Context: an optimization exercise on an open-source flow, tuned for small area. The choices shown serve that exercise and are no tape-out recipe. In this exercise RTL edits were held to simulation tests only and were not proved equivalent to the original.

==> flow/design.v <==
`timescale 1ns / 1ps
module top(
    input         clk,
    input         rst,
    input  [26:0] freq_config,
    input  [26:0] phas_config,
    output reg [13:0] S
    );
    reg [26:0] T;
    reg        tc;
    wire [26:0] a = T & {27{~rst}};
    wire        am = tc & ~rst;
    wire s0, c1;
    hadd us0 (.a(a[0]), .b(freq_config[0]), .s(s0), .co(c1));
    wire s2, c3;
    fadd us2 (.a(a[1]), .b(freq_config[1]), .c(c1), .s(s2), .co(c3));
    wire s4, c5;
    fadd us4 (.a(a[2]), .b(freq_config[2]), .c(c3), .s(s4), .co(c5));
    wire s6, c7;
    fadd us6 (.a(a[3]), .b(freq_config[3]), .c(c5), .s(s6), .co(c7));
    wire s8, c9;
    fadd us8 (.a(a[4]), .b(freq_config[4]), .c(c7), .s(s8), .co(c9));
    wire s10, c11;
    fadd us10 (.a(a[5]), .b(freq_config[5]), .c(c9), .s(s10), .co(c11));
    wire s12, c13;
    fadd us12 (.a(a[6]), .b(freq_config[6]), .c(c11), .s(s12), .co(c13));
    wire s14, c15;
    fadd us14 (.a(a[7]), .b(freq_config[7]), .c(c13), .s(s14), .co(c15));
    wire s16, c17;
    fadd us16 (.a(a[8]), .b(freq_config[8]), .c(c15), .s(s16), .co(c17));
    wire s18, c19;
    fadd us18 (.a(a[9]), .b(freq_config[9]), .c(c17), .s(s18), .co(c19));
    wire s20, c21;
    fadd us20 (.a(a[10]), .b(freq_config[10]), .c(c19), .s(s20), .co(c21));
    wire s22, c23;
    fadd us22 (.a(a[11]), .b(freq_config[11]), .c(c21), .s(s22), .co(c23));
    wire s24, c25;
    fadd us24 (.a(a[12]), .b(freq_config[12]), .c(c23), .s(s24), .co(c25));
    wire s26, c27;
    fadd us26 (.a(a[13]), .b(freq_config[13]), .c(c25), .s(s26), .co(c27));
    wire s28, c29;
    fadd us28 (.a(a[14]), .b(freq_config[14]), .c(am), .s(s28), .co(c29));
    wire s30, c31;
    fadd us30 (.a(a[15]), .b(freq_config[15]), .c(c29), .s(s30), .co(c31));
    wire s32, c33;
    fadd us32 (.a(a[16]), .b(freq_config[16]), .c(c31), .s(s32), .co(c33));
    wire s34, c35;
    fadd us34 (.a(a[17]), .b(freq_config[17]), .c(c33), .s(s34), .co(c35));
    wire s36, c37;
    fadd us36 (.a(a[18]), .b(freq_config[18]), .c(c35), .s(s36), .co(c37));
    wire s38, c39;
    fadd us38 (.a(a[19]), .b(freq_config[19]), .c(c37), .s(s38), .co(c39));
    wire s40, c41;
    fadd us40 (.a(a[20]), .b(freq_config[20]), .c(c39), .s(s40), .co(c41));
    wire s42, c43;
    fadd us42 (.a(a[21]), .b(freq_config[21]), .c(c41), .s(s42), .co(c43));
    wire s44, c45;
    fadd us44 (.a(a[22]), .b(freq_config[22]), .c(c43), .s(s44), .co(c45));
    wire s46, c47;
    fadd us46 (.a(a[23]), .b(freq_config[23]), .c(c45), .s(s46), .co(c47));
    wire s48, c49;
    fadd us48 (.a(a[24]), .b(freq_config[24]), .c(c47), .s(s48), .co(c49));
    wire s50, c51;
    fadd us50 (.a(a[25]), .b(freq_config[25]), .c(c49), .s(s50), .co(c51));
    wire s52 = a[26] ^ freq_config[26] ^ c51;
    always @(posedge clk) begin
        T  <= {s52, s50, s48, s46, s44, s42, s40, s38, s36, s34, s32, s30, s28, s26, s24, s22, s20, s18, s16, s14, s12, s10, s8, s6, s4, s2, s0};
        tc <= c27;
    end
    wire s53, c54;
    hadd us53 (.a(a[14]), .b(am), .s(s53), .co(c54));
    wire s55, c56;
    hadd us55 (.a(a[15]), .b(c54), .s(s55), .co(c56));
    wire s57, c58;
    hadd us57 (.a(a[16]), .b(c56), .s(s57), .co(c58));
    wire s59, c60;
    hadd us59 (.a(a[17]), .b(c58), .s(s59), .co(c60));
    wire s61, c62;
    hadd us61 (.a(a[18]), .b(c60), .s(s61), .co(c62));
    wire s63, c64;
    fadd us63 (.a(a[19]), .b(phas_config[19]), .c(c62), .s(s63), .co(c64));
    wire s65, c66;
    fadd us65 (.a(a[20]), .b(phas_config[20]), .c(c64), .s(s65), .co(c66));
    wire s67, c68;
    fadd us67 (.a(a[21]), .b(phas_config[21]), .c(c66), .s(s67), .co(c68));
    wire s69, c70;
    fadd us69 (.a(a[22]), .b(phas_config[22]), .c(c68), .s(s69), .co(c70));
    wire s71, c72;
    fadd us71 (.a(a[23]), .b(phas_config[23]), .c(c70), .s(s71), .co(c72));
    wire s73, c74;
    fadd us73 (.a(a[24]), .b(phas_config[24]), .c(c72), .s(s73), .co(c74));
    wire s75, c76;
    fadd us75 (.a(a[25]), .b(phas_config[25]), .c(c74), .s(s75), .co(c76));
    wire s77 = a[26] ^ phas_config[26] ^ c76;
    reg [7:0] z0;
    always @(posedge clk) z0 <= {s77, s75, s73, s71, s69, s67, s65, s63};
    wire c78 = a[0] & phas_config[0];
    wire c79 = (a[1] & phas_config[1]) | (c78 & (a[1] | phas_config[1]));
    wire c80 = (a[2] & phas_config[2]) | (c79 & (a[2] | phas_config[2]));
    wire c81 = (a[3] & phas_config[3]) | (c80 & (a[3] | phas_config[3]));
    wire c82 = (a[4] & phas_config[4]) | (c81 & (a[4] | phas_config[4]));
    wire c83 = (a[5] & phas_config[5]) | (c82 & (a[5] | phas_config[5]));
    wire c84 = (a[6] & phas_config[6]) | (c83 & (a[6] | phas_config[6]));
    wire c85 = (a[7] & phas_config[7]) | (c84 & (a[7] | phas_config[7]));
    wire c86 = (a[8] & phas_config[8]) | (c85 & (a[8] | phas_config[8]));
    wire c87 = (a[9] & phas_config[9]) | (c86 & (a[9] | phas_config[9]));
    wire c88 = (a[10] & phas_config[10]) | (c87 & (a[10] | phas_config[10]));
    wire c89 = (a[11] & phas_config[11]) | (c88 & (a[11] | phas_config[11]));
    wire c90 = (a[12] & phas_config[12]) | (c89 & (a[12] | phas_config[12]));
    wire c91 = (a[13] & phas_config[13]) | (c90 & (a[13] | phas_config[13]));
    wire c92 = (s53 & phas_config[14]) | (c91 & (s53 | phas_config[14]));
    wire c93 = (s55 & phas_config[15]) | (c92 & (s55 | phas_config[15]));
    wire c94 = (s57 & phas_config[16]) | (c93 & (s57 | phas_config[16]));
    wire c95 = (s59 & phas_config[17]) | (c94 & (s59 | phas_config[17]));
    wire c96 = (s61 & phas_config[18]) | (c95 & (s61 | phas_config[18]));
    reg k0;
    always @(posedge clk) k0 <= c96;
    wire k97 = k0;
    wire s98, c99;
    hadd us98 (.a(z0[0]), .b(k97), .s(s98), .co(c99));
    wire s100, c101;
    hadd us100 (.a(z0[1]), .b(c99), .s(s100), .co(c101));
    wire s102, c103;
    hadd us102 (.a(z0[2]), .b(c101), .s(s102), .co(c103));
    wire s104, c105;
    hadd us104 (.a(z0[3]), .b(c103), .s(s104), .co(c105));
    wire s106, c107;
    hadd us106 (.a(z0[4]), .b(c105), .s(s106), .co(c107));
    wire s108, c109;
    hadd us108 (.a(z0[5]), .b(c107), .s(s108), .co(c109));
    wire s110, c111;
    hadd us110 (.a(z0[6]), .b(c109), .s(s110), .co(c111));
    wire s112 = z0[7] ^ c111;
    reg [7:0] ph1, ph2, ph3;
    reg [5:0] u4;
    reg       ss4, sc4;
    always @(posedge clk) begin
        ph1 <= {s112, s110, s108, s106, s104, s102, s100, s98};
        ph2 <= ph1;
        ph3 <= ph2;
        u4  <= ph3[5:0] ^ {6{ph3[6]}};
        ss4 <= ph3[7];
        sc4 <= ph3[7] ^ ph3[6];
    end
    reg        rd;
    reg [13:0] ci;
    reg [13:1] cqh;
    wire [13:0] cq = {cqh, ci[0]};
    wire s113 = ~ci[0];
    wire s114 = ~(ci[1] ^ ci[0]);
    wire c115 = ci[1] | ci[0];
    wire s116, c117;
    hadd us116 (.a(ci[2]), .b(c115), .s(s116), .co(c117));
    wire s118 = ~(ci[3] ^ c117);
    wire c119 = ci[3] | c117;
    wire s120, c121;
    hadd us120 (.a(ci[4]), .b(c119), .s(s120), .co(c121));
    wire s122, c123;
    hadd us122 (.a(ci[5]), .b(c121), .s(s122), .co(c123));
    wire s124, c125;
    hadd us124 (.a(ci[6]), .b(c123), .s(s124), .co(c125));
    wire s126, c127;
    hadd us126 (.a(ci[7]), .b(c125), .s(s126), .co(c127));
    wire s128, c129;
    hadd us128 (.a(ci[8]), .b(c127), .s(s128), .co(c129));
    wire s130, c131;
    hadd us130 (.a(ci[9]), .b(c129), .s(s130), .co(c131));
    wire s132, c133;
    hadd us132 (.a(ci[10]), .b(c131), .s(s132), .co(c133));
    wire s134, c135;
    hadd us134 (.a(ci[11]), .b(c133), .s(s134), .co(c135));
    wire s136, c137;
    hadd us136 (.a(ci[12]), .b(c135), .s(s136), .co(c137));
    wire s138, c139;
    hadd us138 (.a(ci[13]), .b(c137), .s(s138), .co(c139));
    wire s140 = ~cq[0];
    wire s141, c142;
    hadd us141 (.a(cq[1]), .b(cq[0]), .s(s141), .co(c142));
    wire s143 = ~(cq[2] ^ c142);
    wire c144 = cq[2] | c142;
    wire s145 = ~(cq[3] ^ c144);
    wire c146 = cq[3] | c144;
    wire s147, c148;
    hadd us147 (.a(cq[4]), .b(c146), .s(s147), .co(c148));
    wire s149, c150;
    hadd us149 (.a(cq[5]), .b(c148), .s(s149), .co(c150));
    wire s151, c152;
    hadd us151 (.a(cq[6]), .b(c150), .s(s151), .co(c152));
    wire s153, c154;
    hadd us153 (.a(cq[7]), .b(c152), .s(s153), .co(c154));
    wire s155, c156;
    hadd us155 (.a(cq[8]), .b(c154), .s(s155), .co(c156));
    wire s157, c158;
    hadd us157 (.a(cq[9]), .b(c156), .s(s157), .co(c158));
    wire s159, c160;
    hadd us159 (.a(cq[10]), .b(c158), .s(s159), .co(c160));
    wire s161, c162;
    hadd us161 (.a(cq[11]), .b(c160), .s(s161), .co(c162));
    wire s163, c164;
    hadd us163 (.a(cq[12]), .b(c162), .s(s163), .co(c164));
    wire s165, c166;
    hadd us165 (.a(cq[13]), .b(c164), .s(s165), .co(c166));
    always @(posedge clk) begin
        rd <= rst;
        ci <= {s138, s136, s134, s132, s130, s128, s126, s124, s122, s120, s118, s116, s114, s113} & {14{~rd}};
        cqh <= {s165, s163, s161, s159, s157, s155, s153, s151, s149, s147, s145, s143, s141} & {13{~rd}};
    end
    wire [3:0] qs_one, qs_two, qs_neg, qc_one, qc_two, qc_neg;
    tlut ut(.u(u4), .qs_one(qs_one), .qs_two(qs_two), .qs_neg(qs_neg), .qc_one(qc_one), .qc_two(qc_two), .qc_neg(qc_neg));
    wire g167 = qc_neg[0] ^ sc4;
    wire p168 = ((qc_one[0] & ci[0])) ^ g167;
    wire p169 = ((qc_one[0] & ci[1]) | (qc_two[0] & ci[0])) ^ g167;
    wire p170 = ((qc_one[0] & ci[2]) | (qc_two[0] & ci[1])) ^ g167;
    wire p171 = ((qc_one[0] & ci[3]) | (qc_two[0] & ci[2])) ^ g167;
    wire p172 = ((qc_one[0] & ci[4]) | (qc_two[0] & ci[3])) ^ g167;
    wire p173 = ((qc_one[0] & ci[5]) | (qc_two[0] & ci[4])) ^ g167;
    wire p174 = ((qc_one[0] & ci[6]) | (qc_two[0] & ci[5])) ^ g167;
    wire p175 = ((qc_one[0] & ci[7]) | (qc_two[0] & ci[6])) ^ g167;
    wire p176 = ((qc_one[0] & ci[8]) | (qc_two[0] & ci[7])) ^ g167;
    wire p177 = ((qc_one[0] & ci[9]) | (qc_two[0] & ci[8])) ^ g167;
    wire p178 = ((qc_one[0] & ci[10]) | (qc_two[0] & ci[9])) ^ g167;
    wire p179 = ((qc_one[0] & ci[11]) | (qc_two[0] & ci[10])) ^ g167;
    wire p180 = ((qc_one[0] & ci[12]) | (qc_two[0] & ci[11])) ^ g167;
    wire p181 = ((qc_one[0] & ci[13]) | (qc_two[0] & ci[12])) ^ g167;
    wire p182 = ((qc_two[0] & ci[13])) ^ g167;
    wire g183 = ~g167;
    wire g184 = qc_neg[1] ^ sc4;
    wire p185 = ((qc_one[1] & ci[0])) ^ g184;
    wire p186 = ((qc_one[1] & ci[1]) | (qc_two[1] & ci[0])) ^ g184;
    wire p187 = ((qc_one[1] & ci[2]) | (qc_two[1] & ci[1])) ^ g184;
    wire p188 = ((qc_one[1] & ci[3]) | (qc_two[1] & ci[2])) ^ g184;
    wire p189 = ((qc_one[1] & ci[4]) | (qc_two[1] & ci[3])) ^ g184;
    wire p190 = ((qc_one[1] & ci[5]) | (qc_two[1] & ci[4])) ^ g184;
    wire p191 = ((qc_one[1] & ci[6]) | (qc_two[1] & ci[5])) ^ g184;
    wire p192 = ((qc_one[1] & ci[7]) | (qc_two[1] & ci[6])) ^ g184;
    wire p193 = ((qc_one[1] & ci[8]) | (qc_two[1] & ci[7])) ^ g184;
    wire p194 = ((qc_one[1] & ci[9]) | (qc_two[1] & ci[8])) ^ g184;
    wire p195 = ((qc_one[1] & ci[10]) | (qc_two[1] & ci[9])) ^ g184;
    wire p196 = ((qc_one[1] & ci[11]) | (qc_two[1] & ci[10])) ^ g184;
    wire p197 = ((qc_one[1] & ci[12]) | (qc_two[1] & ci[11])) ^ g184;
    wire p198 = ((qc_one[1] & ci[13]) | (qc_two[1] & ci[12])) ^ g184;
    wire p199 = ((qc_two[1] & ci[13])) ^ g184;
    wire g200 = ~g184;
    wire g201 = qc_neg[2] ^ sc4;
    wire p202 = ((qc_one[2] & ci[0])) ^ g201;
    wire p203 = ((qc_one[2] & ci[1]) | (qc_two[2] & ci[0])) ^ g201;
    wire p204 = ((qc_one[2] & ci[2]) | (qc_two[2] & ci[1])) ^ g201;
    wire p205 = ((qc_one[2] & ci[3]) | (qc_two[2] & ci[2])) ^ g201;
    wire p206 = ((qc_one[2] & ci[4]) | (qc_two[2] & ci[3])) ^ g201;
    wire p207 = ((qc_one[2] & ci[5]) | (qc_two[2] & ci[4])) ^ g201;
    wire p208 = ((qc_one[2] & ci[6]) | (qc_two[2] & ci[5])) ^ g201;
    wire p209 = ((qc_one[2] & ci[7]) | (qc_two[2] & ci[6])) ^ g201;
    wire p210 = ((qc_one[2] & ci[8]) | (qc_two[2] & ci[7])) ^ g201;
    wire p211 = ((qc_one[2] & ci[9]) | (qc_two[2] & ci[8])) ^ g201;
    wire p212 = ((qc_one[2] & ci[10]) | (qc_two[2] & ci[9])) ^ g201;
    wire p213 = ((qc_one[2] & ci[11]) | (qc_two[2] & ci[10])) ^ g201;
    wire p214 = ((qc_one[2] & ci[12]) | (qc_two[2] & ci[11])) ^ g201;
    wire p215 = ((qc_one[2] & ci[13]) | (qc_two[2] & ci[12])) ^ g201;
    wire p216 = ((qc_two[2] & ci[13])) ^ g201;
    wire g217 = ~g201;
    wire g218 = qc_neg[3] ^ sc4;
    wire p219 = ((qc_one[3] & ci[0])) ^ g218;
    wire p220 = ((qc_one[3] & ci[1]) | (qc_two[3] & ci[0])) ^ g218;
    wire p221 = ((qc_one[3] & ci[2]) | (qc_two[3] & ci[1])) ^ g218;
    wire p222 = ((qc_one[3] & ci[3]) | (qc_two[3] & ci[2])) ^ g218;
    wire p223 = ((qc_one[3] & ci[4]) | (qc_two[3] & ci[3])) ^ g218;
    wire p224 = ((qc_one[3] & ci[5]) | (qc_two[3] & ci[4])) ^ g218;
    wire p225 = ((qc_one[3] & ci[6]) | (qc_two[3] & ci[5])) ^ g218;
    wire p226 = ((qc_one[3] & ci[7]) | (qc_two[3] & ci[6])) ^ g218;
    wire p227 = ((qc_one[3] & ci[8]) | (qc_two[3] & ci[7])) ^ g218;
    wire p228 = ((qc_one[3] & ci[9]) | (qc_two[3] & ci[8])) ^ g218;
    wire p229 = ((qc_one[3] & ci[10]) | (qc_two[3] & ci[9])) ^ g218;
    wire p230 = ((qc_one[3] & ci[11]) | (qc_two[3] & ci[10])) ^ g218;
    wire p231 = ((qc_one[3] & ci[12]) | (qc_two[3] & ci[11])) ^ g218;
    wire p232 = ((qc_one[3] & ci[13]) | (qc_two[3] & ci[12])) ^ g218;
    wire p233 = ((qc_two[3] & ci[13])) ^ g218;
    wire g234 = ~g218;
    wire g235 = qs_neg[0] ^ ss4;
    wire p236 = ((qs_one[0] & cq[0])) ^ g235;
    wire p237 = ((qs_one[0] & cq[1]) | (qs_two[0] & cq[0])) ^ g235;
    wire p238 = ((qs_one[0] & cq[2]) | (qs_two[0] & cq[1])) ^ g235;
    wire p239 = ((qs_one[0] & cq[3]) | (qs_two[0] & cq[2])) ^ g235;
    wire p240 = ((qs_one[0] & cq[4]) | (qs_two[0] & cq[3])) ^ g235;
    wire p241 = ((qs_one[0] & cq[5]) | (qs_two[0] & cq[4])) ^ g235;
    wire p242 = ((qs_one[0] & cq[6]) | (qs_two[0] & cq[5])) ^ g235;
    wire p243 = ((qs_one[0] & cq[7]) | (qs_two[0] & cq[6])) ^ g235;
    wire p244 = ((qs_one[0] & cq[8]) | (qs_two[0] & cq[7])) ^ g235;
    wire p245 = ((qs_one[0] & cq[9]) | (qs_two[0] & cq[8])) ^ g235;
    wire p246 = ((qs_one[0] & cq[10]) | (qs_two[0] & cq[9])) ^ g235;
    wire p247 = ((qs_one[0] & cq[11]) | (qs_two[0] & cq[10])) ^ g235;
    wire p248 = ((qs_one[0] & cq[12]) | (qs_two[0] & cq[11])) ^ g235;
    wire p249 = ((qs_one[0] & cq[13]) | (qs_two[0] & cq[12])) ^ g235;
    wire p250 = ((qs_two[0] & cq[13])) ^ g235;
    wire g251 = ~g235;
    wire g252 = qs_neg[1] ^ ss4;
    wire p253 = ((qs_one[1] & cq[0])) ^ g252;
    wire p254 = ((qs_one[1] & cq[1]) | (qs_two[1] & cq[0])) ^ g252;
    wire p255 = ((qs_one[1] & cq[2]) | (qs_two[1] & cq[1])) ^ g252;
    wire p256 = ((qs_one[1] & cq[3]) | (qs_two[1] & cq[2])) ^ g252;
    wire p257 = ((qs_one[1] & cq[4]) | (qs_two[1] & cq[3])) ^ g252;
    wire p258 = ((qs_one[1] & cq[5]) | (qs_two[1] & cq[4])) ^ g252;
    wire p259 = ((qs_one[1] & cq[6]) | (qs_two[1] & cq[5])) ^ g252;
    wire p260 = ((qs_one[1] & cq[7]) | (qs_two[1] & cq[6])) ^ g252;
    wire p261 = ((qs_one[1] & cq[8]) | (qs_two[1] & cq[7])) ^ g252;
    wire p262 = ((qs_one[1] & cq[9]) | (qs_two[1] & cq[8])) ^ g252;
    wire p263 = ((qs_one[1] & cq[10]) | (qs_two[1] & cq[9])) ^ g252;
    wire p264 = ((qs_one[1] & cq[11]) | (qs_two[1] & cq[10])) ^ g252;
    wire p265 = ((qs_one[1] & cq[12]) | (qs_two[1] & cq[11])) ^ g252;
    wire p266 = ((qs_one[1] & cq[13]) | (qs_two[1] & cq[12])) ^ g252;
    wire p267 = ((qs_two[1] & cq[13])) ^ g252;
    wire g268 = ~g252;
    wire g269 = qs_neg[2] ^ ss4;
    wire p270 = ((qs_one[2] & cq[0])) ^ g269;
    wire p271 = ((qs_one[2] & cq[1]) | (qs_two[2] & cq[0])) ^ g269;
    wire p272 = ((qs_one[2] & cq[2]) | (qs_two[2] & cq[1])) ^ g269;
    wire p273 = ((qs_one[2] & cq[3]) | (qs_two[2] & cq[2])) ^ g269;
    wire p274 = ((qs_one[2] & cq[4]) | (qs_two[2] & cq[3])) ^ g269;
    wire p275 = ((qs_one[2] & cq[5]) | (qs_two[2] & cq[4])) ^ g269;
    wire p276 = ((qs_one[2] & cq[6]) | (qs_two[2] & cq[5])) ^ g269;
    wire p277 = ((qs_one[2] & cq[7]) | (qs_two[2] & cq[6])) ^ g269;
    wire p278 = ((qs_one[2] & cq[8]) | (qs_two[2] & cq[7])) ^ g269;
    wire p279 = ((qs_one[2] & cq[9]) | (qs_two[2] & cq[8])) ^ g269;
    wire p280 = ((qs_one[2] & cq[10]) | (qs_two[2] & cq[9])) ^ g269;
    wire p281 = ((qs_one[2] & cq[11]) | (qs_two[2] & cq[10])) ^ g269;
    wire p282 = ((qs_one[2] & cq[12]) | (qs_two[2] & cq[11])) ^ g269;
    wire p283 = ((qs_one[2] & cq[13]) | (qs_two[2] & cq[12])) ^ g269;
    wire p284 = ((qs_two[2] & cq[13])) ^ g269;
    wire g285 = ~g269;
    wire g286 = qs_neg[3] ^ ss4;
    wire p287 = ((qs_one[3] & cq[0])) ^ g286;
    wire p288 = ((qs_one[3] & cq[1]) | (qs_two[3] & cq[0])) ^ g286;
    wire p289 = ((qs_one[3] & cq[2]) | (qs_two[3] & cq[1])) ^ g286;
    wire p290 = ((qs_one[3] & cq[3]) | (qs_two[3] & cq[2])) ^ g286;
    wire p291 = ((qs_one[3] & cq[4]) | (qs_two[3] & cq[3])) ^ g286;
    wire p292 = ((qs_one[3] & cq[5]) | (qs_two[3] & cq[4])) ^ g286;
    wire p293 = ((qs_one[3] & cq[6]) | (qs_two[3] & cq[5])) ^ g286;
    wire p294 = ((qs_one[3] & cq[7]) | (qs_two[3] & cq[6])) ^ g286;
    wire p295 = ((qs_one[3] & cq[8]) | (qs_two[3] & cq[7])) ^ g286;
    wire p296 = ((qs_one[3] & cq[9]) | (qs_two[3] & cq[8])) ^ g286;
    wire p297 = ((qs_one[3] & cq[10]) | (qs_two[3] & cq[9])) ^ g286;
    wire p298 = ((qs_one[3] & cq[11]) | (qs_two[3] & cq[10])) ^ g286;
    wire p299 = ((qs_one[3] & cq[12]) | (qs_two[3] & cq[11])) ^ g286;
    wire p300 = ((qs_one[3] & cq[13]) | (qs_two[3] & cq[12])) ^ g286;
    wire p301 = ((qs_two[3] & cq[13])) ^ g286;
    wire g302 = ~g286;
    wire s303, c304;
    hadd us303 (.a(g184), .b(p170), .s(s303), .co(c304));
    wire s305, c306;
    hadd us305 (.a(p171), .b(p186), .s(s305), .co(c306));
    wire s307, c308;
    fadd us307 (.a(g201), .b(p172), .c(p187), .s(s307), .co(c308));
    wire s309, c310;
    hadd us309 (.a(p202), .b(c306), .s(s309), .co(c310));
    wire s311, c312;
    fadd us311 (.a(p173), .b(p188), .c(p203), .s(s311), .co(c312));
    wire s313, c314;
    hadd us313 (.a(c308), .b(s311), .s(s313), .co(c314));
    wire s315, c316;
    fadd us315 (.a(g218), .b(p174), .c(p189), .s(s315), .co(c316));
    wire s317, c318;
    fadd us317 (.a(p204), .b(p219), .c(c312), .s(s317), .co(c318));
    wire s319, c320;
    hadd us319 (.a(s315), .b(c314), .s(s319), .co(c320));
    wire s321, c322;
    fadd us321 (.a(p175), .b(p190), .c(p205), .s(s321), .co(c322));
    wire s323, c324;
    fadd us323 (.a(p220), .b(c316), .c(s321), .s(s323), .co(c324));
    wire s325, c326;
    hadd us325 (.a(c318), .b(s323), .s(s325), .co(c326));
    wire s327, c328;
    fadd us327 (.a(p176), .b(p191), .c(p206), .s(s327), .co(c328));
    wire s329, c330;
    fadd us329 (.a(p221), .b(c322), .c(s327), .s(s329), .co(c330));
    wire s331, c332;
    hadd us331 (.a(c324), .b(s329), .s(s331), .co(c332));
    wire lg333 = g167 & p168;
    wire lg334 = p169 & 1'b0;
    wire lg335 = p185 & s303;
    wire lg336 = c304 & s305;
    wire lg337 = s307 & s309;
    wire lg338 = c310 & s313;
    wire lg339 = s317 & s319;
    wire lg340 = c320 & s325;
    wire lg341 = c326 & s331;
    wire lt342 = g167 | p168;
    wire lt343 = p169 | 1'b0;
    wire lt344 = p185 | s303;
    wire lt345 = c304 | s305;
    wire lt346 = s307 | s309;
    wire lt347 = c310 | s313;
    wire lt348 = s317 | s319;
    wire lt349 = c320 | s325;
    wire lt350 = c326 | s331;
    wire lg351 = lg334 | (lt343 & lg333);
    wire lt352 = lt343 & lt342;
    wire lg353 = lg336 | (lt345 & lg335);
    wire lt354 = lt345 & lt344;
    wire lg355 = lg338 | (lt347 & lg337);
    wire lt356 = lt347 & lt346;
    wire lg357 = lg340 | (lt349 & lg339);
    wire lt358 = lt349 & lt348;
    wire lg359 = lg353 | (lt354 & lg351);
    wire lt360 = lt354 & lt352;
    wire lg361 = lg357 | (lt358 & lg355);
    wire lt362 = lt358 & lt356;
    wire lg363 = lg361 | (lt362 & lg359);
    wire lt364 = lt362 & lt360;
    wire lg365 = lg341 | (lt350 & lg363);
    wire lt366 = lt350 & lt364;
    wire s367, c368;
    hadd us367 (.a(g252), .b(p238), .s(s367), .co(c368));
    wire s369, c370;
    hadd us369 (.a(p239), .b(p254), .s(s369), .co(c370));
    wire s371, c372;
    fadd us371 (.a(g269), .b(p240), .c(p255), .s(s371), .co(c372));
    wire s373, c374;
    hadd us373 (.a(p270), .b(c370), .s(s373), .co(c374));
    wire s375, c376;
    fadd us375 (.a(p241), .b(p256), .c(p271), .s(s375), .co(c376));
    wire s377, c378;
    hadd us377 (.a(c372), .b(s375), .s(s377), .co(c378));
    wire s379, c380;
    fadd us379 (.a(g286), .b(p242), .c(p257), .s(s379), .co(c380));
    wire s381, c382;
    fadd us381 (.a(p272), .b(p287), .c(c376), .s(s381), .co(c382));
    wire s383, c384;
    hadd us383 (.a(s379), .b(c378), .s(s383), .co(c384));
    wire s385, c386;
    fadd us385 (.a(p243), .b(p258), .c(p273), .s(s385), .co(c386));
    wire s387, c388;
    fadd us387 (.a(p288), .b(c380), .c(s385), .s(s387), .co(c388));
    wire s389, c390;
    hadd us389 (.a(c382), .b(s387), .s(s389), .co(c390));
    wire s391, c392;
    fadd us391 (.a(p244), .b(p259), .c(p274), .s(s391), .co(c392));
    wire s393, c394;
    fadd us393 (.a(p289), .b(c386), .c(s391), .s(s393), .co(c394));
    wire s395, c396;
    hadd us395 (.a(c388), .b(s393), .s(s395), .co(c396));
    wire lg397 = g235 & p236;
    wire lg398 = p237 & 1'b0;
    wire lg399 = p253 & s367;
    wire lg400 = c368 & s369;
    wire lg401 = s371 & s373;
    wire lg402 = c374 & s377;
    wire lg403 = s381 & s383;
    wire lg404 = c384 & s389;
    wire lg405 = c390 & s395;
    wire lt406 = g235 | p236;
    wire lt407 = p237 | 1'b0;
    wire lt408 = p253 | s367;
    wire lt409 = c368 | s369;
    wire lt410 = s371 | s373;
    wire lt411 = c374 | s377;
    wire lt412 = s381 | s383;
    wire lt413 = c384 | s389;
    wire lt414 = c390 | s395;
    wire lg415 = lg398 | (lt407 & lg397);
    wire lt416 = lt407 & lt406;
    wire lg417 = lg400 | (lt409 & lg399);
    wire lt418 = lt409 & lt408;
    wire lg419 = lg402 | (lt411 & lg401);
    wire lt420 = lt411 & lt410;
    wire lg421 = lg404 | (lt413 & lg403);
    wire lt422 = lt413 & lt412;
    wire lg423 = lg417 | (lt418 & lg415);
    wire lt424 = lt418 & lt416;
    wire lg425 = lg421 | (lt422 & lg419);
    wire lt426 = lt422 & lt420;
    wire lg427 = lg425 | (lt426 & lg423);
    wire lt428 = lt426 & lt424;
    wire lg429 = lg405 | (lt414 & lg427);
    wire lt430 = lt414 & lt428;
    wire s431, c432;
    fadd us431 (.a(p177), .b(p192), .c(p207), .s(s431), .co(c432));
    wire s433, c434;
    fadd us433 (.a(p222), .b(p245), .c(p260), .s(s433), .co(c434));
    wire s435, c436;
    fadd us435 (.a(p275), .b(p290), .c(c328), .s(s435), .co(c436));
    wire s437, c438;
    fadd us437 (.a(c392), .b(s431), .c(s433), .s(s437), .co(c438));
    wire s439, c440;
    fadd us439 (.a(c330), .b(c394), .c(s435), .s(s439), .co(c440));
    wire s441, c442;
    fadd us441 (.a(s437), .b(c332), .c(c396), .s(s441), .co(c442));
    wire s443, c444;
    hadd us443 (.a(s439), .b(s441), .s(s443), .co(c444));
    wire s445, c446;
    fadd us445 (.a(p178), .b(p193), .c(p208), .s(s445), .co(c446));
    wire s447, c448;
    fadd us447 (.a(p223), .b(p246), .c(p261), .s(s447), .co(c448));
    wire s449, c450;
    fadd us449 (.a(p276), .b(p291), .c(c432), .s(s449), .co(c450));
    wire s451, c452;
    fadd us451 (.a(c434), .b(s445), .c(s447), .s(s451), .co(c452));
    wire s453, c454;
    fadd us453 (.a(c436), .b(c438), .c(s449), .s(s453), .co(c454));
    wire s455, c456;
    fadd us455 (.a(s451), .b(c440), .c(s453), .s(s455), .co(c456));
    wire s457, c458;
    hadd us457 (.a(c442), .b(s455), .s(s457), .co(c458));
    wire s459, c460;
    fadd us459 (.a(p179), .b(p194), .c(p209), .s(s459), .co(c460));
    wire s461, c462;
    fadd us461 (.a(p224), .b(p247), .c(p262), .s(s461), .co(c462));
    wire s463, c464;
    fadd us463 (.a(p277), .b(p292), .c(c446), .s(s463), .co(c464));
    wire s465, c466;
    fadd us465 (.a(c448), .b(s459), .c(s461), .s(s465), .co(c466));
    wire s467, c468;
    fadd us467 (.a(c450), .b(c452), .c(s463), .s(s467), .co(c468));
    wire s469, c470;
    fadd us469 (.a(s465), .b(c454), .c(s467), .s(s469), .co(c470));
    wire s471, c472;
    hadd us471 (.a(c456), .b(s469), .s(s471), .co(c472));
    wire s473, c474;
    fadd us473 (.a(p180), .b(p195), .c(p210), .s(s473), .co(c474));
    wire s475, c476;
    fadd us475 (.a(p225), .b(p248), .c(p263), .s(s475), .co(c476));
    wire s477, c478;
    fadd us477 (.a(p278), .b(p293), .c(c460), .s(s477), .co(c478));
    wire s479, c480;
    fadd us479 (.a(c462), .b(s473), .c(s475), .s(s479), .co(c480));
    wire s481, c482;
    fadd us481 (.a(c464), .b(c466), .c(s477), .s(s481), .co(c482));
    wire s483, c484;
    fadd us483 (.a(s479), .b(c468), .c(s481), .s(s483), .co(c484));
    wire s485, c486;
    hadd us485 (.a(c470), .b(s483), .s(s485), .co(c486));
    wire s487, c488;
    fadd us487 (.a(p181), .b(p196), .c(p211), .s(s487), .co(c488));
    wire s489, c490;
    fadd us489 (.a(p226), .b(p249), .c(p264), .s(s489), .co(c490));
    wire s491, c492;
    fadd us491 (.a(p279), .b(p294), .c(c474), .s(s491), .co(c492));
    wire s493, c494;
    fadd us493 (.a(c476), .b(s487), .c(s489), .s(s493), .co(c494));
    wire s495, c496;
    fadd us495 (.a(c478), .b(c480), .c(s491), .s(s495), .co(c496));
    wire s497, c498;
    fadd us497 (.a(s493), .b(c482), .c(s495), .s(s497), .co(c498));
    wire s499, c500;
    hadd us499 (.a(c484), .b(s497), .s(s499), .co(c500));
    wire s501, c502;
    fadd us501 (.a(p182), .b(p197), .c(p212), .s(s501), .co(c502));
    wire s503, c504;
    fadd us503 (.a(p227), .b(p250), .c(p265), .s(s503), .co(c504));
    wire s505, c506;
    fadd us505 (.a(p280), .b(p295), .c(c488), .s(s505), .co(c506));
    wire s507, c508;
    fadd us507 (.a(c490), .b(s501), .c(s503), .s(s507), .co(c508));
    wire s509, c510;
    fadd us509 (.a(c492), .b(c494), .c(s505), .s(s509), .co(c510));
    wire s511, c512;
    fadd us511 (.a(s507), .b(c496), .c(s509), .s(s511), .co(c512));
    wire s513, c514;
    hadd us513 (.a(c498), .b(s511), .s(s513), .co(c514));
    wire s515, c516;
    fadd us515 (.a(g183), .b(g251), .c(p198), .s(s515), .co(c516));
    wire s517, c518;
    fadd us517 (.a(p213), .b(p228), .c(p266), .s(s517), .co(c518));
    wire s519, c520;
    fadd us519 (.a(p281), .b(p296), .c(c502), .s(s519), .co(c520));
    wire s521, c522;
    fadd us521 (.a(c504), .b(s515), .c(s517), .s(s521), .co(c522));
    wire s523, c524;
    fadd us523 (.a(c506), .b(c508), .c(s519), .s(s523), .co(c524));
    wire s525, c526;
    fadd us525 (.a(s521), .b(c510), .c(s523), .s(s525), .co(c526));
    wire s527, c528;
    hadd us527 (.a(c512), .b(s525), .s(s527), .co(c528));
    wire v529 = ~p199;
    wire s530, c531;
    fadd us530 (.a(p214), .b(p229), .c(p267), .s(s530), .co(c531));
    wire s532, c533;
    fadd us532 (.a(p282), .b(p297), .c(v529), .s(s532), .co(c533));
    wire s534, c535;
    fadd us534 (.a(c516), .b(c518), .c(s530), .s(s534), .co(c535));
    wire s536, c537;
    fadd us536 (.a(s532), .b(c520), .c(c522), .s(s536), .co(c537));
    wire s538, c539;
    fadd us538 (.a(s534), .b(c524), .c(s536), .s(s538), .co(c539));
    wire s540, c541;
    hadd us540 (.a(c526), .b(s538), .s(s540), .co(c541));
    wire v542 = ~g200;
    wire s543, c544;
    fadd us543 (.a(g268), .b(v542), .c(p199), .s(s543), .co(c544));
    wire s545, c546;
    fadd us545 (.a(p215), .b(p230), .c(p283), .s(s545), .co(c546));
    wire s547, c548;
    fadd us547 (.a(p298), .b(c531), .c(c533), .s(s547), .co(c548));
    wire s549, c550;
    fadd us549 (.a(s543), .b(s545), .c(c535), .s(s549), .co(c550));
    wire s551, c552;
    fadd us551 (.a(s547), .b(c537), .c(s549), .s(s551), .co(c552));
    wire s553, c554;
    hadd us553 (.a(c539), .b(s551), .s(s553), .co(c554));
    wire s555, c556;
    fadd us555 (.a(g200), .b(p216), .c(p231), .s(s555), .co(c556));
    wire s557, c558;
    fadd us557 (.a(p284), .b(p299), .c(c544), .s(s557), .co(c558));
    wire s559, c560;
    fadd us559 (.a(c546), .b(s555), .c(c548), .s(s559), .co(c560));
    wire s561, c562;
    fadd us561 (.a(s557), .b(c550), .c(s559), .s(s561), .co(c562));
    wire s563, c564;
    hadd us563 (.a(c552), .b(s561), .s(s563), .co(c564));
    wire v565 = ~g217;
    wire s566, c567;
    fadd us566 (.a(g285), .b(v565), .c(p232), .s(s566), .co(c567));
    wire s568, c569;
    fadd us568 (.a(p300), .b(c556), .c(s566), .s(s568), .co(c569));
    wire s570, c571;
    fadd us570 (.a(c558), .b(s568), .c(c560), .s(s570), .co(c571));
    wire s572, c573;
    hadd us572 (.a(c562), .b(s570), .s(s572), .co(c573));
    wire s574, c575;
    fadd us574 (.a(g217), .b(p233), .c(p301), .s(s574), .co(c575));
    wire s576, c577;
    fadd us576 (.a(c567), .b(s574), .c(c569), .s(s576), .co(c577));
    wire s578, c579;
    hadd us578 (.a(s576), .b(c571), .s(s578), .co(c579));
    wire v580 = ~g234;
    wire s581, c582;
    fadd us581 (.a(g302), .b(v580), .c(c575), .s(s581), .co(c582));
    wire s583, c584;
    hadd us583 (.a(s581), .b(c577), .s(s583), .co(c584));
    wire s585, c586;
    hadd us585 (.a(g234), .b(c582), .s(s585), .co(c586));
    wire [14:0] r1 = {s585, s583, s578, s572, c554, c541, c528, c514, c500, c486, c472, c458, c444, s443, 1'b1};
    wire [14:0] r2 = {c584, c579, c573, c564, s563, s553, s540, s527, s513, s499, s485, s471, s457, lg365, lg429};
    wire [14:0] rs = r1 + r2;
    always @(posedge clk) S <= rs[14:1];
endmodule
module fadd(input a, input b, input c, output s, output co);
    assign s  = a ^ b ^ c;
    assign co = (a & b) | (c & (a ^ b));
endmodule
module hadd(input a, input b, output s, output co);
    assign s  = a ^ b;
    assign co = a & b;
endmodule
module cmaj(input a, input b, input c, output co);
    assign co = (a & b) | (c & (a | b));
endmodule
module tlut(input [5:0] u, output [3:0] qs_one, output [3:0] qs_two, output [3:0] qs_neg,
            output [3:0] qc_one, output [3:0] qc_two, output [3:0] qc_neg);
    assign qs_one[0] = 64'hf32ad8ff8cd2aaaa >> u;
    assign qs_one[1] = 64'h03e0c23364d25a5a >> u;
    assign qs_one[2] = 64'h000cfe00fc03c1f8 >> u;
    assign qs_one[3] = 64'h0000017fffffc000 >> u;
    assign qs_two[0] = 64'h0c11250052091111 >> u;
    assign qs_two[1] = 64'h001f01c0830c2184 >> u;
    assign qs_two[2] = 64'h000001ff00003e00 >> u;
    assign qs_two[3] = 64'hfffffe8000000000 >> u;
    assign qs_neg[0] = 64'hfc234c5508408888 >> u;
    assign qs_neg[1] = 64'h03f30203041c4218 >> u;
    assign qs_neg[2] = 64'h000cfe800003c000 >> u;
    assign qs_neg[3] = 64'h0000000000000000 >> u;
    assign qc_one[0] = 64'h55554b31ff1b54cf >> u;
    assign qc_one[1] = 64'h525a4b26cc4307c0 >> u;
    assign qc_one[2] = 64'h1f83c03f00ff0000 >> u;
    assign qc_one[3] = 64'h0003ffffff000000 >> u;
    assign qc_two[0] = 64'h8888904a00a48830 >> u;
    assign qc_two[1] = 64'h218430c10380f800 >> u;
    assign qc_two[2] = 64'h007c0000ff000000 >> u;
    assign qc_two[3] = 64'h0000000000ffffff >> u;
    assign qc_neg[0] = 64'h19110210aa32c43f >> u;
    assign qc_neg[1] = 64'h10423820c0c0ffc0 >> u;
    assign qc_neg[2] = 64'h0003c00000ff0000 >> u;
    assign qc_neg[3] = 64'h0000000000000000 >> u;
endmodule
==> flow/flow/run.sh <==
#!/bin/bash
# The standard layout (the standard.sh), with two changes:
#  - the port buffers are the smallest buffer, sky130_fd_sc_hd__buf_1;
#  - clock tree synthesis inserts no dummy loads.
set -euo pipefail
bash standard.sh \
  'BUFFER_PORTS_ARGS=-buffer_cell sky130_fd_sc_hd__buf_1' \
  'CTS_ARGS=-sink_clustering_enable -repair_clock_nets -dont_use_dummy_load' \
  finish > standard_flow.log 2>&1
==> flow/standard.sh <==
#!/bin/bash
# synth_recipe.tcl (not shown) runs the flow's synth.tcl, then flattens the netlist and writes it again
# the make line also repeats each setting of config.mk as NAME=value (left out here)
make -C /OpenROAD-flow-scripts/flow DESIGN_CONFIG=/design/flow/config.mk WORK_HOME=/design/flow/orfs CLKGATE_MAP_FILE= SYNTH_SCRIPT=/design/flow/synth_recipe.tcl "${@:-finish}"
==> flow/config.mk <==
export PLATFORM = sky130hd
export DESIGN_NAME = top
export DESIGN_NICKNAME = top
export VERILOG_FILES = /design/flow/design.v
export SDC_FILE = /design/flow/constraint.sdc
export NUM_CORES = 4
export LEC_CHECK = 0
export CAP_MARGIN = 20
export CORE_MARGIN = 2
export CORE_UTILIZATION = 60
export SLEW_MARGIN = 20
export SYNTH_HIERARCHICAL = 1
export SYNTH_MINIMUM_KEEP_SIZE = 0
==> flow/constraint.sdc <==
create_clock -name core_clock -period 8.0 [get_ports {clk}]
set_input_delay 1.6000 -clock core_clock [delete_from_list [all_inputs] [get_ports {clk}]]
set_output_delay 1.6000 -clock core_clock [all_outputs]
set_load 0.01 [all_outputs]
==> results.py, run 1 <==
metrics = {
    "clock_network": {
        "clockRootBuffer": "clkbuf_16",
        "tritoncts": "yes",
        "cts_made_buffers": 9,
        "clk_latency_ns": 0.37,
        "post_cts_resized": 0,
        "numClockSinks": 111,
        "ctsHoldBuffers": 0,
        "path_clk_slew_ns": 0.09,
        "cts_buffer_depth": 2,
        "htreeDepth": 3,
        "post_cts_buffers": 0,
    },
    "logic_synthesis": {
        "yosys-top-cells-area": "dfxtp_1 21%, fa_1 21%, xnor2_1 11%, ha_1 10%, a22oi_1 7.6%",
        "synth_top_cell_area_share": 0.214,
        "synth_most_common_cell": "xnor2_1",
        "syn_area_per_cell_sq_um": 9.94,
        "synthArstFlopShare": 0,
        "ys_ff_latch": 111,
        "synth_edf_count": 0,
        "syn_inst": 1046,
        "synth_area_leader_cell": "dfxtp_1",
        "ys_seq_area_frac": 0.214,
        "post_synth_instance_area_sq_um": 10400,
        "synthTopCellsByCount": "127 x xnor2_1, 111 x dfxtp_1, 111 x fa_1",
        "synth-main-ff-cell": "dfxtp_1",
        "synth.distinct_cells": 75,
        "ys_warn_count": 7,
    },
    "drt": {
        "drtIter0Drc": 646,
        "drc": 0,
        "firstDrtPassIters": 6,
        "vias": 7893,
        "antenna_left": 0,
        "vias_per_cell": 6.04,
        "wire_per_inst_microns": 18.0,
        "drt_wl_total_microns": 23600,
    },
    "critical_path": {
        "cp-end-kind": "register",
        "critPathTopFamily": "adder cells",
        "cp_slowest_stage_delay_ns": 0.86,
        "r2r_cells": 20,
        "critPathMaxFanout": 19,
        "critPathBufInv": 0,
        "crit_slowest_cell": "a21oi_1",
        "arrival_ns": 7.58,
        "crit_top_cell": "fa_1",
        "required_ns": 8.25,
        "worst_setup_path_start_kind": "register",
        "cp_num_cells": 20,
        "criticalPathCategory": "reg -> reg",
        "path_cells": "or3b_4 > o21ai_0 > a21oi_1 > a21oi_1 > a22oi_1 > xnor2_1 > fa_1 > fa_1 > fa_1 > fa_1 > ha_1 > ha_1 > o21a_1 > o221ai_1 > or3b_2 > o22ai_1 > nor3_4 > o311ai_1 > a21oi_1 > xnor2_1",
    },
    "timing": {
        "drv_slew": 0,
        "period_minus_slack_ns": 7.33,
        "grt_setup_unrepaired": "false",
        "max-slew-margin-rel": 0.248,
        "setup_viol": 0,
        "fin_crit_sh": 0.917,
        "fin_worst_skew_ns": 0.0297,
        "hold_viol_final": 0,
        "max_freq_mhz": 136,
        "tightest_slew_ns": 1.13,
        "finalSetupTns_ns": 0,
        "setup_ws_ns": 0.667,
    },
    "global_route": {
        "grt_usage": 0.268,
        "grt_pass1_wl_microns": 38800,
        "antenna_found_initial": 0,
        "grt_overflow": 0,
        "grt_max_degree": 28,
        "grt_pass1_vias": 7829,
    },
    "final_layout": {
        "final_nets": 1336,
        "nFillCells": 1440,
        "antenna_cells": 0,
        "area_growth_pct": 7.35,
        "drive_gt1_frac": 0.0657,
        "multiInputGateArea_sq_um": 7710,
        "finalInstanceArea_sq_um": 11200,
        "layout.area.seq_sq_um": 2220,
    },
    "floorplan": {
        "design.core.area_sq_um": 17100,
        "row_count": 48,
        "die_x_microns": 136,
        "dieHeight_microns": 136,
        "die_area_sq_um": 18400,
        "initial_core_util": 0.607,
        "pin_count": 70,
    },
    "placement": {
        "placed_cell_area_sq_um": 10900,
        "dp_slack_ns": 0.557,
        "dp_hpwl_microns": 18400,
        "routabilityCongestion": 0.965,
        "port_buffers": 69,
    },
    "worst_hold_path": {
        "holdCritPathClass": "reg -> reg",
        "hold_path_depth": 0,
    },
    "flow_run": {
        "max-cap-violations": 0,
    },
    "run_status": {
        "outcome": "finished clean",
    },
}
final timing paths:
path | start | end | slack (ns)
hold / removal | ph2[4] | ph3[4] | 0.31
hold reg to reg | ph2[4] | ph3[4] | 0.31
setup reg to reg | u4[3] | S[12] | 0.67
setup / recovery | u4[3] | S[12] | 0.67
area by class of cell:
type,instances,share of cell area
Multi-Input combinational cell,813,0.691
Tap cell,225,0.0252
Clock buffer,9,0.0202
Sequential cell,111,0.199
Timing Repair Buffer,113,0.0528
Inverter,35,0.0118
modules after synthesis (local to each module, per instance):
module	flip-flops and latches	copies in the design	cells	cell area (sq um)
tlut	0	1	203	1290
hadd	0	63	1	12.5
fadd	0	110	1	20.0
top	111	1	670	6110
placed cells by master, fill, tap and decap left out, types with 4 or more instances in the layout:
cell,instances
o21a_1,6
a221oi_1,4
and3_1,5
mux2i_1,8
buf_4,44
xor2_2,4
ha_1,86
and2_1,4
o211ai_1,4
nor3_1,17
o22ai_1,10
nand2_1,39
dfxtp_1,111
clkbuf_16,9
nor2b_1,58
a22o_1,4
inv_1,35
o31ai_1,5
a31oi_1,14
o21ai_0,29
xnor2_1,127
a22oi_1,105
nor2_1,27
nand3_1,8
o221ai_1,5
fa_1,111
xor2_1,16
nand2b_1,10
a21oi_1,37
a211oi_1,8
buf_1,69
flip-flops by register name, summed over array words and instances, names as in the netlist:
register  cells
S            14
T            27
ci           14
cqh          13
k0            1
ph1           8
ph2           8
ph3           8
rd            1
sc4           1
ss4           1
tc            1
u4            6
z0            8
stage by stage:
| step | utilization | hold WS, ns | instances |
|---|---|---|---|
| after floorplan | - | 0.310 | 1047 |
| after global placement | 0.639 | 0.310 | 1297 |
| after detailed placement | 0.639 | 0.314 | 1297 |
| after CTS | 0.652 | 0.313 | 1306 |
| after global routing | 0.652 | 0.325 | 1306 |
| final | 0.652 | 0.313 | 1306 |
cells by family (layout without fill, tap and decap cells):
group | count (synthesis) | count (layout) | synth area share
AO/OA/AOI/OAI | 267 | 267 | 0.181
XOR/XNOR | 149 | 149 | 0.129
adder cells (fa/ha/maj) | 199 | 199 | 0.319
buffers and inverters | 123 | 157 | 0.0478
flip-flops | 111 | 111 | 0.214
multiplexers | 10 | 10 | 0.0124
other | 1 | 2 | 0.000361
AND/OR/NAND/NOR | 186 | 186 | 0.0959
layer usage:
layer,track usage,wire length (microns),share of wire
met1,0.339,9930,0.42
met5,0,0,0
met3,0.0299,1060,0.045
met4,0.113,743,0.032
met2,0.464,11800,0.50
==> run 2, diff against run 1 <==
--- a/flow/flow/run.sh
+++ b/flow/flow/run.sh
@@ -8,2 +8,3 @@
   'CTS_ARGS=-sink_clustering_enable -repair_clock_nets -dont_use_dummy_load' \
+  REMOVE_ABC_BUFFERS=1 \
   finish > standard_flow.log 2>&1
--- a/flow/config.mk
+++ b/flow/config.mk
@@ -10,2 +10,3 @@
 export CORE_UTILIZATION = 60
+export GPL_TIMING_DRIVEN = 0
 export SLEW_MARGIN = 20
==> results.py, run 2 <==
metrics = {
    "floorplan": {
        "dieHeight_microns": 136,
        "die_x_microns": 136,
        "pin_count": 70,
        "die_area_sq_um": 18400,
        "row_count": 48,
        "design.core.area_sq_um": 17100,
        "initial_core_util": 0.607,
    },
    "logic_synthesis": {
        "syn_inst": 1046,
        "synthArstFlopShare": 0,
        "synth-main-ff-cell": "dfxtp_1",
        "synth.distinct_cells": 75,
        "post_synth_instance_area_sq_um": 10400,
        "synth_edf_count": 0,
        "synth_area_leader_cell": "dfxtp_1",
        "synthTopCellsByCount": "127 x xnor2_1, 111 x dfxtp_1, 111 x fa_1",
        "ys_warn_count": 7,
        "synth_top_cell_area_share": 0.214,
        "synth_most_common_cell": "xnor2_1",
        "ys_seq_area_frac": 0.214,
        "syn_area_per_cell_sq_um": 9.94,
        "ys_ff_latch": 111,
        "yosys-top-cells-area": "dfxtp_1 21%, fa_1 21%, xnor2_1 11%, ha_1 10%, a22oi_1 7.6%",
    },
    "flow_run": {
        "max-cap-violations": 0,
    },
    "drt": {
        "drt_wl_total_microns": 22700,
        "drtIter0Drc": 671,
        "antenna_left": 0,
        "vias_per_cell": 6.02,
        "drc": 0,
        "vias": 7690,
        "firstDrtPassIters": 5,
        "wire_per_inst_microns": 17.8,
    },
    "critical_path": {
        "r2r_cells": 21,
        "path_cells": "ha_1 > nand2b_1 > mux4_2 > o22ai_1 > xor2_2 > buf_6 > xnor2_1 > fa_1 > fa_1 > fa_1 > fa_1 > ha_1 > ha_1 > o21a_1 > o221ai_1 > or3b_2 > o22ai_1 > nor3_4 > o311ai_1 > a21oi_1 > xnor2_1",
        "crit_slowest_cell": "dfxtp_1",
        "critPathMaxFanout": 11,
        "r2r_slack_ns": 0.43,
        "cp-end-kind": "register",
        "crit_top_cell": "fa_1",
        "arrival_ns": 7.82,
        "criticalPathCategory": "reg -> reg",
        "worst_setup_path_start_kind": "register",
        "cp_slowest_stage_delay_ns": 0.60,
        "required_ns": 8.24,
    },
    "final_layout": {
        "final_nets": 1307,
        "largestRegisters": "T (27), S (14), ci (14)",
        "antenna_cells": 0,
        "largest_reg_flops": 27,
        "area_growth_pct": 7.27,
        "layout_commonest_cell": "xnor2_1",
        "regMostFlops": "T",
        "final_cell_mix": "127 x xnor2_1, 111 x fa_1, 106 x dfxtp_1",
        "drive_gt1_frac": 0.0570,
    },
    "timing": {
        "fin_worst_skew_ns": 0.0279,
        "max_freq_mhz": 132,
        "setup_viol": 0,
        "grt_setup_unrepaired": "false",
        "setup_ws_ns": 0.427,
        "max-slew-margin-rel": 0.341,
        "drv_slew": 0,
        "tightest_slew_ns": 0.987,
        "fin_crit_sh": 0.947,
        "hold_viol_final": 0,
        "period_minus_slack_ns": 7.57,
    },
    "clock_network": {
        "clk_latency_ns": 0.36,
        "clockRootBuffer": "clkbuf_16",
        "tritoncts": "yes",
        "cts_made_buffers": 9,
        "path_clk_slew_ns": 0.08,
        "cts_buffer_depth": 2,
        "htreeDepth": 3,
        "numClockSinks": 111,
    },
    "worst_hold_path": {
        "holdCritPathClass": "reg -> reg",
        "hold_path_depth": 0,
    },
    "placement": {
        "dp_hpwl_microns": 17400,
        "routabilityCongestion": 0.911,
        "port_buffers": 69,
        "dp_slack_ns": -0.0190,
    },
    "global_route": {
        "grt_max_degree": 48,
        "grt_pass1_wl_microns": 37300,
        "grt_usage": 0.257,
        "grt_pass1_vias": 7443,
        "grt_overflow": 0,
        "antenna_found_initial": 0,
    },
    "run_status": {
        "outcome": "finished clean",
    },
}
-- run 2: cell counts after synthesis --
Identical to the previous run, type by type.
-- run 2: area by class of cell --
class | count | area, sq um
tap | 225 | 282
multi-input combinational | 813 | 7830
clock buffer | 9 | 225
timing repair buffer | 84 | 448
inverter | 35 | 131
sequential | 111 | 2230
fill | 1471 | 5960
-- run 2: cells by family after synthesis --
group | count (synthesis) | share of synthesized area
simple gates | 186 | 0.0959
xor+xnor | 149 | 0.129
mux | 10 | 0.0124
compound gates | 267 | 0.181
other cells | 1 | 0.000361
flops | 111 | 0.214
fa+ha+maj | 199 | 0.319
buf+inv | 123 | 0.0478
-- run 2: worst max-delay path: cells and delay by family (launching register included) --
family / cells / cell delay, ns
adder cells (fa/ha/maj): 7 / 3.01
multiplexers: 1 / 0.51
AND/OR/NAND/NOR: 3 / 0.81
AO/OA/AOI/OAI: 6 / 1.49
XOR/XNOR: 3 / 0.80
buffers and inverters: 1 / 0.23
flip-flops: 1 / 0.60
-- run 2: worst paths after layout --
| path | start | to |
|---|---|---|
| worst min-delay path | ph2[3] | ph3[3] |
| worst max-delay path | u4[0] | S[12] |
| worst min register to register | ph2[3] | ph3[3] |
| worst max register to register | u4[0] | S[12] |
-- run 2: metrics by stage --
stage	hold slack, ns	setup TNS, ns	utilization	instances	instance area, sq um
after floorplan	0.310	0	-	959	10000
after global placement	0.310	-6.33	0.618	1253	10600
after detailed placement	0.312	-0.0190	0.635	1264	10900
after CTS	0.303	0	0.648	1273	11100
after global routing	0.321	0	0.652	1277	11200
final	0.308	0	0.652	1277	11200
-- run 2: repair_timing --
| action | 4_1_cts | 5_1_grt |
|---|---|---|
| cloned | 0 | 0 |
| hold endpoints to repair | 0 | 0 |
| setup buffers | 0 | 3 |
| pin swaps | 0 | 1 |
| endpoints found under the setup margin | 1 | 3 |
| gates resized for setup | 1 | 3 |
| hold buffers | 0 | 0 |
-- run 2: per-module statistics from Yosys, one instance, submodules excluded --
module | flip-flops and latches | cells | cell area, sq um
fadd | 0 | 1 | 20.0
hadd | 0 | 1 | 12.5
tlut | 0 | 203 | 1290
top | 111 | 670 | 6110
-- run 2: routing by layer --
layer / up-vias / part of all wire / track usage
li1: 3690 / - / -
met1: 3709 / 0.44 / 0.345
met2: 249 / 0.47 / 0.416
met3: 42 / 0.055 / 0.0397
met4: 0 / 0.035 / 0.106
met5: - / 0 / 0
==> run 3, diff against run 2 <==
--- a/flow/design.v
+++ b/flow/design.v
@@ -648,4 +648,4 @@
     assign qs_one[0] = 64'hf32ad8ff8cd2aaaa >> u;
-    assign qs_one[1] = 64'h03e0c23364d25a5a >> u;
-    assign qs_one[2] = 64'h000cfe00fc03c1f8 >> u;
+    assign qs_one[1] = 64'h03e0e23364d25a5a >> u;
+    assign qs_one[2] = 64'h0004fe00fc03c1f8 >> u;
     assign qs_one[3] = 64'h0000017fffffc000 >> u;
@@ -655,5 +655,5 @@
     assign qs_two[3] = 64'hfffffe8000000000 >> u;
-    assign qs_neg[0] = 64'hfc234c5508408888 >> u;
-    assign qs_neg[1] = 64'h03f30203041c4218 >> u;
-    assign qs_neg[2] = 64'h000cfe800003c000 >> u;
+    assign qs_neg[0] = 64'hfc236c5508408888 >> u;
+    assign qs_neg[1] = 64'h03fb0203041c4218 >> u;
+    assign qs_neg[2] = 64'h0004fe800003c000 >> u;
     assign qs_neg[3] = 64'h0000000000000000 >> u;
--- a/flow/flow/run.sh
+++ b/flow/flow/run.sh
@@ -8,3 +8,2 @@
   'CTS_ARGS=-sink_clustering_enable -repair_clock_nets -dont_use_dummy_load' \
-  REMOVE_ABC_BUFFERS=1 \
   finish > standard_flow.log 2>&1
--- a/flow/config.mk
+++ b/flow/config.mk
@@ -7,2 +7,3 @@
 export LEC_CHECK = 0
+export ABC_AREA = 1
 export CAP_MARGIN = 20
@@ -10,3 +11,2 @@
 export CORE_UTILIZATION = 60
-export GPL_TIMING_DRIVEN = 0
 export SLEW_MARGIN = 20
==> results.py, run 3 <==
metrics = {
    "run_status": {
        "outcome": "finished clean",
    },
    "logic_synthesis": {
        "post_synth_instance_area_sq_um": 10200,
        "synth_edf_count": 0,
        "ys_ff_latch": 111,
        "synth-main-ff-cell": "dfxtp_1",
        "synthArstFlopShare": 0,
        "synthTopCellsByCount": "178 x nand2_1, 136 x inv_1, 134 x xor2_1",
        "yosys-top-cells-area": "dfxtp_1 22%, fa_1 22%, xor2_1 12%, ha_1 11%, nand2_1 6.6%",
        "synth.distinct_cells": 46,
        "syn_area_per_cell_sq_um": 8.59,
        "ys_warn_count": 7,
        "syn_inst": 1187,
        "synth_most_common_cell": "nand2_1",
        "synth_top_cell_area_share": 0.218,
        "synth_area_leader_cell": "dfxtp_1",
        "ys_seq_area_frac": 0.218,
    },
    "final_layout": {
        "final_cell_mix": "178 x nand2_1, 136 x inv_1, 134 x xor2_1",
        "antenna_cells": 0,
        "layout_commonest_cell": "nand2_1",
        "nFillCells": 1488,
        "final_nets": 1487,
        "largestRegisters": "T (27), S (14), ci (14)",
        "area_growth_pct": 6.31,
        "drive_gt1_frac": 0.0479,
        "regMostFlops": "T",
        "largest_reg_flops": 27,
    },
    "timing": {
        "fin_worst_skew_ns": 0.0301,
        "max_freq_mhz": 143,
        "hold_viol_final": 0,
        "setup_viol": 0,
        "period_minus_slack_ns": 6.98,
        "finalSetupTns_ns": 0,
        "drv_slew": 0,
        "fin_crit_sh": 0.872,
        "grt_setup_unrepaired": "false",
        "max-slew-margin-rel": 0.318,
        "tightest_slew_ns": 1.02,
    },
    "clock_network": {
        "post_cts_buffers": 0,
        "htreeDepth": 3,
        "ctsHoldBuffers": 0,
        "tritoncts": "yes",
        "cts_made_buffers": 9,
        "numClockSinks": 111,
        "path_clk_slew_ns": 0.08,
        "cts_buffer_depth": 2,
        "post_cts_resized": 0,
        "clk_latency_ns": 0.36,
        "clockRootBuffer": "clkbuf_16",
    },
    "critical_path": {
        "setup.worst_path.start": "rst",
        "crit_end": "T[13]",
        "criticalPathCategory": "in -> reg",
        "arrival_ns": 7.20,
        "r2r_end": "S[13]",
        "cp-end-kind": "register",
        "worst_setup_path_start_kind": "input port",
        "r2r_cells": 28,
        "critPathMaxFanout": 4,
        "required_ns": 8.22,
        "r2r_slack_ns": 1.15,
        "r2r-start": "u4[4]",
    },
    "global_route": {
        "antenna_found_initial": 0,
        "grt_pass1_vias": 7754,
        "grt_usage": 0.272,
        "grt_max_degree": 28,
        "grt_overflow": 0,
        "grt_pass1_wl_microns": 38500,
    },
    "floorplan": {
        "initial_core_util": 0.615,
        "die_x_microns": 134,
        "design.core.area_sq_um": 16600,
        "die_area_sq_um": 18000,
        "pin_count": 70,
        "dieHeight_microns": 134,
        "row_count": 47,
    },
    "drt": {
        "wire_per_inst_microns": 15.9,
        "drt_wl_total_microns": 23100,
        "firstDrtPassIters": 5,
        "vias_per_cell": 5.59,
        "drc": 0,
        "vias": 8121,
        "drtIter0Drc": 629,
        "antenna_left": 0,
    },
    "placement": {
        "port_buffers": 69,
        "routabilityCongestion": 0.975,
        "dp_hpwl_microns": 18400,
    },
    "flow_run": {
        "max-cap-violations": 0,
    },
    "worst_hold_path": {
        "holdCritPathClass": "reg -> reg",
    },
}
-- run 3: changes by cell type after synthesis, sizes merged, moves of 94 or more --
cell / delta
nand2: +142
xnor2: -118
inv: +113
xor2: +112
a22oi: -105
o22ai: +94
-- run 3: cell type report --
| type | count | area (sq um) | area share |
|---|---|---|---|
| clock buffer | 9 | 225 | 0.0208 |
| inverter | 154 | 581 | 0.0536 |
| multi-input combinational | 876 | 7170 | 0.662 |
| sequential | 111 | 2220 | 0.205 |
| tap | 220 | 275 | 0.0254 |
| timing repair buffer | 82 | 357 | 0.0329 |
-- run 3: cells by family after synthesis --
logic type / share of synthesized area
other cells: 0.000368
flops: 0.218
buf+inv: 0.0783
fa+ha+maj: 0.324
simple gates: 0.142
xor+xnor: 0.124
compound gates: 0.114
-- run 3: layer usage --
layer | wire length (microns) | vias up | track usage
met5 | 0 | - | 0
met4 | 694 | 0 | 0.105
met3 | 1670 | 42 | 0.0525
met2 | 10300 | 319 | 0.403
met1 | 10500 | 3823 | 0.393
li1 | - | 3937 | -
-- run 3: how the worst min path moves through the flow --
stage                       from      to  slack (ns)  cells past startpoint
after global placement    ph2[6]  ph3[6]        0.31                      0
after detailed placement  ph2[1]  ph3[1]        0.31                      0
after CTS                 ph2[1]  ph3[1]        0.31                      0
after floorplan           ph1[0]  ph2[0]        0.31                      0
after global routing      ph2[0]  ph3[0]        0.32                      0
final                     ph2[1]  ph3[1]        0.31                      0
-- run 3: modules after synthesis, one instance, submodules excluded --
module  area, sq um  copies in the design  flops+latches  cells inside
fadd           20.0                   110              0             1
hadd           12.5                    63              0             1
top            6040                     1            111           763
tlut           1160                     1              0           251
-- run 3: worst max-delay path, cell delays in order --
cell and delay [ns]:
buf_1 0.15, nor2_1 0.07, ha_1 0.21, fa_1 0.41, fa_1 0.40, fa_1 0.39, fa_1 0.39, fa_1 0.39
fa_1 0.39, fa_1 0.39, fa_1 0.40, fa_1 0.41, fa_1 0.40, fa_1 0.39, fa_1 0.39, fa_1 0.42
-- run 3: per-stage QoR --
stage / util / instances / cell area, sq um / hold WS (ns) / setup WS [ns]
3_3_place_gp: 0.640 / 1443 / 10600 / 0.310 / 0.702
5_1_grt: 0.653 / 1452 / 10800 / 0.318 / 0.649
3_5_place_dp: 0.640 / 1443 / 10600 / 0.312 / 0.669
2_1_floorplan: - / 1188 / 10200 / 0.310 / 0.574
6_report: 0.653 / 1452 / 10800 / 0.309 / 1.02
4_1_cts: 0.653 / 1452 / 10800 / 0.311 / 1.04

## re-timing with driven ports
No port has a modelled driver above. Below, the same layouts with a new extraction and two added sets of constraints.
Step 1: set_driving_cell puts a clkbuf_16 on clk and a buf_2 on each other input, an assumption about the parent block.
Step 2 times the ports against the registers' clock, not the clock port: input delays grow and output delays shrink by t, the midpoint of the rising clock arrivals with the driver on.
Three values: ideal, step 1, step 2; two values: the first two.
| run | t (ns) | setup slack, ns | hold WS [ns] | worst register clock-pin slew, ns | worst data-port slew with drivers (ns) |
|---|---|---|---|---|---|
| run 1 | 0.399 | 0.667 / 0.667 / 0.571 | 0.313 / 0.313 / 0.313 | 0.09 / 0.09 | 0.03 |
| run 2 | 0.390 | 0.427 / 0.427 / 0.275 | 0.308 / 0.308 / 0.308 | 0.08 / 0.08 | 0.03 |
| run 3 | 0.387 | 1.025 / 1.041 / 0.654 | 0.309 / 0.309 / 0.309 | 0.08 / 0.08 | 0.03 |
After both steps setup and hold are still met in every run listed. For run 3, which loses most, drivers alone change the setup slack by +0.016 ns; drivers and shift together by -0.371 ns.
